From an optimization exercise on the open Yosys and OpenROAD flow, aimed at small area and a short achievable clock period; shortcuts taken in it are not production practice. Where RTL was checked, it was by simulation tests only, not by an equivalence proof against the original. The clock port is modelled as an ideal driver, which makes a skipped or thinned clock tree look cheaper than it is; a real chip needs a root buffer or a tree. Power figures rest on the tool's default switching activity, not on a simulated workload.

Setup of the baseline:
==> flow/design.v <==
`timescale 1ns / 1ps
module FIR
#(
parameter data_in = 16,
parameter no_tap = 10
)
(
    input i_clk,
    input signed [data_in-1:0] i_serial_in ,
    input i_data_wr,
    output signed [2*data_in-1:0] o_data_out ,
    output o_data_rdy,
    input i_reset
    );
    reg [15:0] r [0:8];
    reg [15:0] hold;
    reg [25:0] acc;          
    reg        c1, c2, c3;
    reg [25:0] out;
    reg        rdy;
    reg        wr;           
    reg        ld;           
    reg  [3:0] lab;          
    reg  [3:0] k;            
    reg        e0;           
    reg        e1;           
    reg        repl;         
    reg        fls;          
    reg        zap;          
    reg sA256, sA16, sAh, sAl, sB4n, sBh, sB1;
    integer i;
    wire       wr_n  = !i_reset && i_data_wr && !wr;
    wire       wrq   = i_data_wr && !wr;                   
    wire [3:0] lab1  = (lab == 4'd8) ? 4'd0 : lab + 4'd1;
    wire [3:0] lab2  = (lab == 4'd7) ? 4'd0 : (lab == 4'd8) ? 4'd1 : lab + 4'd2;
    wire [3:0] lab_n = wr ? lab2 : lab1;
    wire [3:0] k_n   = wr ? 4'd1 : (k == 4'd11 ? 4'd11 : k + 4'd1);
    wire       e0_n  = e0 && !wr;
    wire       e1_n  = wr ? e0 : e1;
    wire       rd_n  = (k_n != 4'd0) && (k_n <= 4'd9);    
    wire       rr_n  = rd_n && !e1_n;                      
    wire [3:0] age_n = (lab_n == 4'd0) ? 4'd9 : lab_n;     
    always @(posedge i_clk) begin
        wr   <= wr_n;
        ld   <= wr_n && !e0;
        rdy  <= !i_reset && wr;
        lab  <= i_reset ? 4'd0 : lab_n;
        k    <= k_n;
        e0   <= i_reset || e0_n;
        e1   <= i_reset || e1_n;
        repl <= (lab_n == 4'd0) && (k_n >= 4'd2) && (k_n <= 4'd10);
        zap  <= e1_n && (lab_n != 4'd0);
        fls  <= (k_n == 4'd10) && !wrq;
        sA256<= rr_n && (age_n == 4'd3 || age_n == 4'd5 || age_n == 4'd9);
        sB4n <= rr_n && (age_n == 4'd3 || age_n == 4'd4 || age_n == 4'd5 ||
                         age_n == 4'd6 || age_n == 4'd9);
        sA16 <= rr_n && (age_n == 4'd4 || age_n == 4'd6);
        sB1  <= rr_n && (age_n == 4'd7);
        sAl  <= rr_n && (age_n == 4'd2 || age_n == 4'd8);
        sAh  <= rd_n && !e0_n && (age_n == 4'd1);
        sBh  <= rd_n && !e0_n && (age_n == 4'd1);
    end
    always @(posedge i_clk) begin
        r[0] <= repl ? hold : (zap ? 16'd0 : r[8]);
        for (i = 1; i < 9; i = i + 1) r[i] <= r[i-1];
        if (wr) hold <= i_serial_in;
    end
    wire [15:0] x  = r[8];
    wire [15:0] fx = {~x[15], x[14:0]};                
    wire [15:0] gx = {x[15], ~x[14:0]};                
    wire [15:0] fl = {~r[7][15], r[7][14:0]};
    wire [15:0] fh = {~hold[15], hold[14:0]};
    wire [25:0] laneA = (sA256 ? {2'd0, fx, 8'd0}  : 26'd0)
                      | (sA16  ? {6'd0, fx, 4'd0}  : 26'd0)
                      | (sAh   ? {7'd0, fh, 3'd0}  : 26'd0)
                      | (sAl   ? {10'd0, fl}       : 26'd0);
    wire [25:0] laneB = (sB4n  ? {8'd0, gx, 2'd0}  : 26'd0)
                      | (sBh   ? {9'd0, fh, 1'd0}  : 26'd0)
                      | (sB1   ? {10'd0, fx}       : 26'd0);
    wire [25:0] cinit = e0 ? 26'h3fb0000 : 26'h25f8014;
    wire [25:0] a0 = wr ? cinit : acc;
    wire [25:0] ps = a0 ^ laneA ^ laneB;
    wire [25:0] pc = {(a0[24:0] & laneA[24:0]) | (a0[24:0] & laneB[24:0]) | (laneA[24:0] & laneB[24:0]), 1'b0};
    wire        b1 = &acc[12:7];
    wire        a2 = &acc[18:14];
    wire        d1 = fls && c1 && b1;
    wire        t2 = c2 && d1;                                    
    wire        d2 = fls && a2 && ((acc[13] && (c2 || (c1 && b1))) || (c2 && c1 && b1));
    wire        t3 = c3 && d2;
    wire [7:0]  s0 = {1'b0, ps[6:0]} + {1'b0, pc[6:0]};
    wire [7:0]  s1 = {1'b0, ps[12:7], 1'b1} + {1'b0, pc[12:7], c1};
    wire [7:0]  s2 = {1'b0, ps[18:13], 1'b1} + {1'b0, pc[18:15], pc[14] | t2, pc[13], c2 ^ d1};
    wire [7:0]  s3 = {ps[25:19], 1'b1} + {pc[25:21], pc[20] | t3, pc[19], c3 ^ d2};
    always @(posedge i_clk) begin
        acc <= {s3[7:1], s2[6:1], s1[6:1], s0[6:0]};
        c1  <= s0[7] && !wrq;
        c2  <= s1[7] && !fls && !wrq;
        c3  <= s2[7] && !fls && !wrq;
        if (i_reset) out <= 26'd0;
        else if (ld) out <= acc;
    end
    assign o_data_rdy = rdy;
    assign o_data_out = {{6{out[25]}}, out};
endmodule
export LEC_CHECK = 0
export CAP_MARGIN = 20
export CORE_MARGIN = 2
export CORE_UTILIZATION = 65
export PLACE_DENSITY = 0.75
export SLEW_MARGIN = 20
create_clock -name core_clock -period 10.0 [get_ports {i_clk}]
standard.sh (not shown) runs the stock make flow with config.mk's settings and CLKGATE_MAP_FILE= SYNTH_SCRIPT=/design/flow/synth_recipe.tcl, a recipe that flattens the netlist after the stock synthesis.
==> flow/flow/run.sh <==
#!/bin/bash
# The standard layout (standard.sh: ORFS from synthesis to the routed
# layout, with the standard synthesis unchanged), with these changes to how
# the layout is made:
#  - repair_timing is asked to leave 7 ns of setup slack instead of 0, so it
#    keeps sizing the critical paths below the 10 ns clock;
#  - the port buffers that buffer_ports inserts are buf_2;
#  - clock tree synthesis uses a buf_16 root and clkbuf_16 leaves in clusters of up to 25 registers,
#    inserts no dummy loads, and (flow/pre_cts.tcl) drives the leaf buffers
#    straight from the root buffer, without the H-tree level between them.
# Each tool's full output goes to ORFS's logs under orfs/logs; make's own
# output goes to make_finish.log in this folder.
set -euo pipefail
bash standard.sh SETUP_SLACK_MARGIN=7 \
  "BUFFER_PORTS_ARGS=-buffer_cell sky130_fd_sc_hd__buf_2" \
  "CTS_ARGS=-sink_clustering_enable -repair_clock_nets -dont_use_dummy_load -buf_list sky130_fd_sc_hd__clkbuf_16 -root_buf sky130_fd_sc_hd__buf_16 -sink_clustering_size 25 -sink_clustering_max_diameter 70" \
  "PRE_CTS_TCL=$PWD/flow/pre_cts.tcl" \
  finish > make_finish.log 2>&1
==> flow/flow/pre_cts.tcl <==
# Wraps clock_tree_synthesis. TritonCTS builds a root buffer, one or more
# H-tree levels and leaf buffers; this connects the leaf buffers straight to
# the root buffer's output and deletes the H-tree level buffers, so every
# register's clock passes through the same two buffers (root, leaf) and the
# whole tree has less delay. No register's clock is delayed.
rename clock_tree_synthesis my_cts_orig
proc clock_tree_synthesis {args} {
  my_cts_orig {*}$args
  set block [ord::get_db_block]
  set removed 0
  foreach inst [$block getInsts] {
    set name [$inst getName]
    if {![regexp {^clkbuf_[1-9][0-9]*_[0-9]+__f_} $name]} continue
    set in_net [[$inst findITerm A] getNet]
    set out_net [[$inst findITerm X] getNet]
    foreach it [$out_net getITerms] {
      if {[$it getInst] != $inst} { $it disconnect; $it connect $in_net }
    }
    odb::dbInst_destroy $inst
    odb::dbNet_destroy $out_net
    incr removed
  }
  puts "pre_cts.tcl: removed $removed H-tree level clock buffers"
}
## Diff of input files: the candidate against the baseline
--- a/flow/design.v
+++ b/flow/design.v
@@ -31,8 +31,6 @@
     integer i;
     wire       wr_n  = !i_reset && i_data_wr && !wr;
-    wire       wrq   = i_data_wr && !wr;                   
-    wire [3:0] lab1  = (lab == 4'd8) ? 4'd0 : lab + 4'd1;
-    wire [3:0] lab2  = (lab == 4'd7) ? 4'd0 : (lab == 4'd8) ? 4'd1 : lab + 4'd2;
-    wire [3:0] lab_n = wr ? lab2 : lab1;
+    wire [3:0] lab_p = lab + 4'd1 + {3'd0, wr};
+    wire [3:0] lab_n = (lab_p >= 4'd9) ? lab_p - 4'd9 : lab_p;
     wire [3:0] k_n   = wr ? 4'd1 : (k == 4'd11 ? 4'd11 : k + 4'd1);
     wire       e0_n  = e0 && !wr;
@@ -51,5 +49,5 @@
         repl <= (lab_n == 4'd0) && (k_n >= 4'd2) && (k_n <= 4'd10);
         zap  <= e1_n && (lab_n != 4'd0);
-        fls  <= (k_n == 4'd10) && !wrq;
+        fls  <= (k_n == 4'd10) && !wr_n;
         sA256<= rr_n && (age_n == 4'd3 || age_n == 4'd5 || age_n == 4'd9);
         sB4n <= rr_n && (age_n == 4'd3 || age_n == 4'd4 || age_n == 4'd5 ||
@@ -94,7 +92,7 @@
     always @(posedge i_clk) begin
         acc <= {s3[7:1], s2[6:1], s1[6:1], s0[6:0]};
-        c1  <= s0[7] && !wrq;
-        c2  <= s1[7] && !fls && !wrq;
-        c3  <= s2[7] && !fls && !wrq;
+        c1  <= s0[7] && !wr_n;
+        c2  <= s1[7] && !fls && !wr_n;
+        c3  <= s2[7] && !fls && !wr_n;
         if (i_reset) out <= 26'd0;
         else if (ld) out <= acc;
--- outcome ---
The candidate ends up with a worst slack at placement that is 880 ps lower than in the baseline. Summary of the comparison: die outline width is higher in the candidate, relative to the baseline. Via count delta (the candidate − the baseline): unfavourable. The candidate finished every stage and its layout cleared the timing, DRC and antenna checks. Having completed the whole flow, the baseline delivered a layout that passed the timing, DRC and antenna checks. Total power is lower on the baseline. [compare] base=the baseline new=the candidate: post-route non-filler standard cell count up about 5%; worst hold slack across all endpoints up 4.4 ps; final number of max-transition violations flat; post-synthesis cell type count down 1. Going from the baseline to the candidate, maximum frequency about even; logic depth of the worst register-to-register path has decreased.
The RTL of the candidate was laid out without a check of its function.


run X:
RTL: the design.v shown in full above, as it stands there.
Settings: LEC_CHECK=0, CAP_MARGIN=20, CORE_MARGIN=2, CORE_UTILIZATION=70, PLACE_DENSITY=0.8, SLEW_MARGIN=20; clock period 10.0 ns.
==> flow/flow/run.sh <==
#!/bin/bash
# The standard layout (standard.sh: ORFS from synthesis to the routed
# layout, with the standard synthesis unchanged), with these changes to how
# the layout is made:
#  - repair_timing is asked to leave 7.1 ns of setup slack instead of 0, so it
#    keeps sizing the critical paths below the 10 ns clock;
#  - the port buffers that buffer_ports inserts are buf_2;
#  - clock tree synthesis uses a buf_16 root and buf_12 leaves in clusters of up to 25 registers,
#    inserts no dummy loads, and (flow/pre_cts.tcl) drives the leaf buffers
#    straight from the root buffer, without the H-tree level between them.
# Each tool's full output goes to ORFS's logs under orfs/logs; make's own
# output goes to make_finish.log in this folder.
set -euo pipefail
bash standard.sh SETUP_SLACK_MARGIN=7.1 \
  "BUFFER_PORTS_ARGS=-buffer_cell sky130_fd_sc_hd__buf_2" \
  "CTS_ARGS=-sink_clustering_enable -repair_clock_nets -dont_use_dummy_load -buf_list sky130_fd_sc_hd__buf_12 -root_buf sky130_fd_sc_hd__buf_16 -sink_clustering_size 25 -sink_clustering_max_diameter 70" \
  "PRE_CTS_TCL=$PWD/flow/pre_cts.tcl" \
  finish > make_finish.log 2>&1
Scripts as last shown in full above: flow/flow/pre_cts.tcl
The following lists how run A was set up differently from run X:
--- a/flow/design.v
+++ b/flow/design.v
@@ -19,7 +19,7 @@
     reg [25:0] out;
     reg        rdy;
     reg        wr;           
-    reg        ld;           
+    wire       ld;           
     reg  [3:0] lab;          
     reg  [3:0] k;            
     reg        e0;           
@@ -42,7 +42,6 @@
     wire [3:0] age_n = (lab_n == 4'd0) ? 4'd9 : lab_n;     
     always @(posedge i_clk) begin
         wr   <= wr_n;
-        ld   <= wr_n && !e0;
         rdy  <= !i_reset && wr;
         lab  <= i_reset ? 4'd0 : lab_n;
         k    <= k_n;
@@ -60,6 +59,7 @@
         sAh  <= rd_n && !e0_n && (age_n == 4'd1);
         sBh  <= rd_n && !e0_n && (age_n == 4'd1);
     end
+    assign ld = wr && !e0;
     always @(posedge i_clk) begin
         r[0] <= repl ? hold : (zap ? 16'd0 : r[8]);
         for (i = 1; i < 9; i = i + 1) r[i] <= r[i-1];
--- outcome ---
Run A against run X: leakage component of the power shrank by 1.4%; tightest slew margin relative to the limit now smaller; number of nets in the synthesized netlist increased 2.6%; count of mapped cells out of synthesis grew by 2.9%. Delta (run A minus run X): overall power consumption now sits higher; internal power contribution now sits higher; total standard cell area after synthesis now sits lower. When run A is measured against run X, its area of the die turns out 1.2% lower. Of run X and run A, the run reporting the lower fraction of layout cells with a size suffix above 1 was run A.

## static timing again, ports no longer ideal
In the flow no input, the clock included, has a driving cell. The finished layouts below were timed again as built, in two steps.
Step 1: set_driving_cell puts a clkbuf_16 on i_clk and a buf_2 on each other input, an assumption about the parent block.
Step 2 moves the port delays by t, midway between the first and last clock arrival at a register: inputs arrive t later, outputs are due t later. That takes back most of the time a late clock gives input paths.
a / b / c = ideal ports / drivers / drivers and shift; a / b = the first two.
| run | shift t [ns] | slack for setup (ns) | hold slack, ns | worst register clock-pin slew, ns |
|---|---|---|---|---|
| the baseline | 0.416 | 7.091 / 7.043 / 7.124 | 0.318 / 0.318 / 0.318 | 0.09 / 0.09 |
| the candidate | 0.412 | 7.098 / 7.049 / 6.721 | 0.323 / 0.323 / 0.323 | 0.09 / 0.09 |
| run X | 0.395 | 7.136 / 7.089 / 7.185 | 0.324 / 0.324 / 0.324 | 0.09 / 0.09 |
| run A | 0.399 | 7.146 / 7.098 / 7.100 | 0.329 / 0.329 / 0.329 | 0.09 / 0.09 |
After both steps every run listed still meets setup and hold. The setup slack of the candidate, which loses most, moves by -0.049 ns with the drivers and by -0.377 ns with both steps.
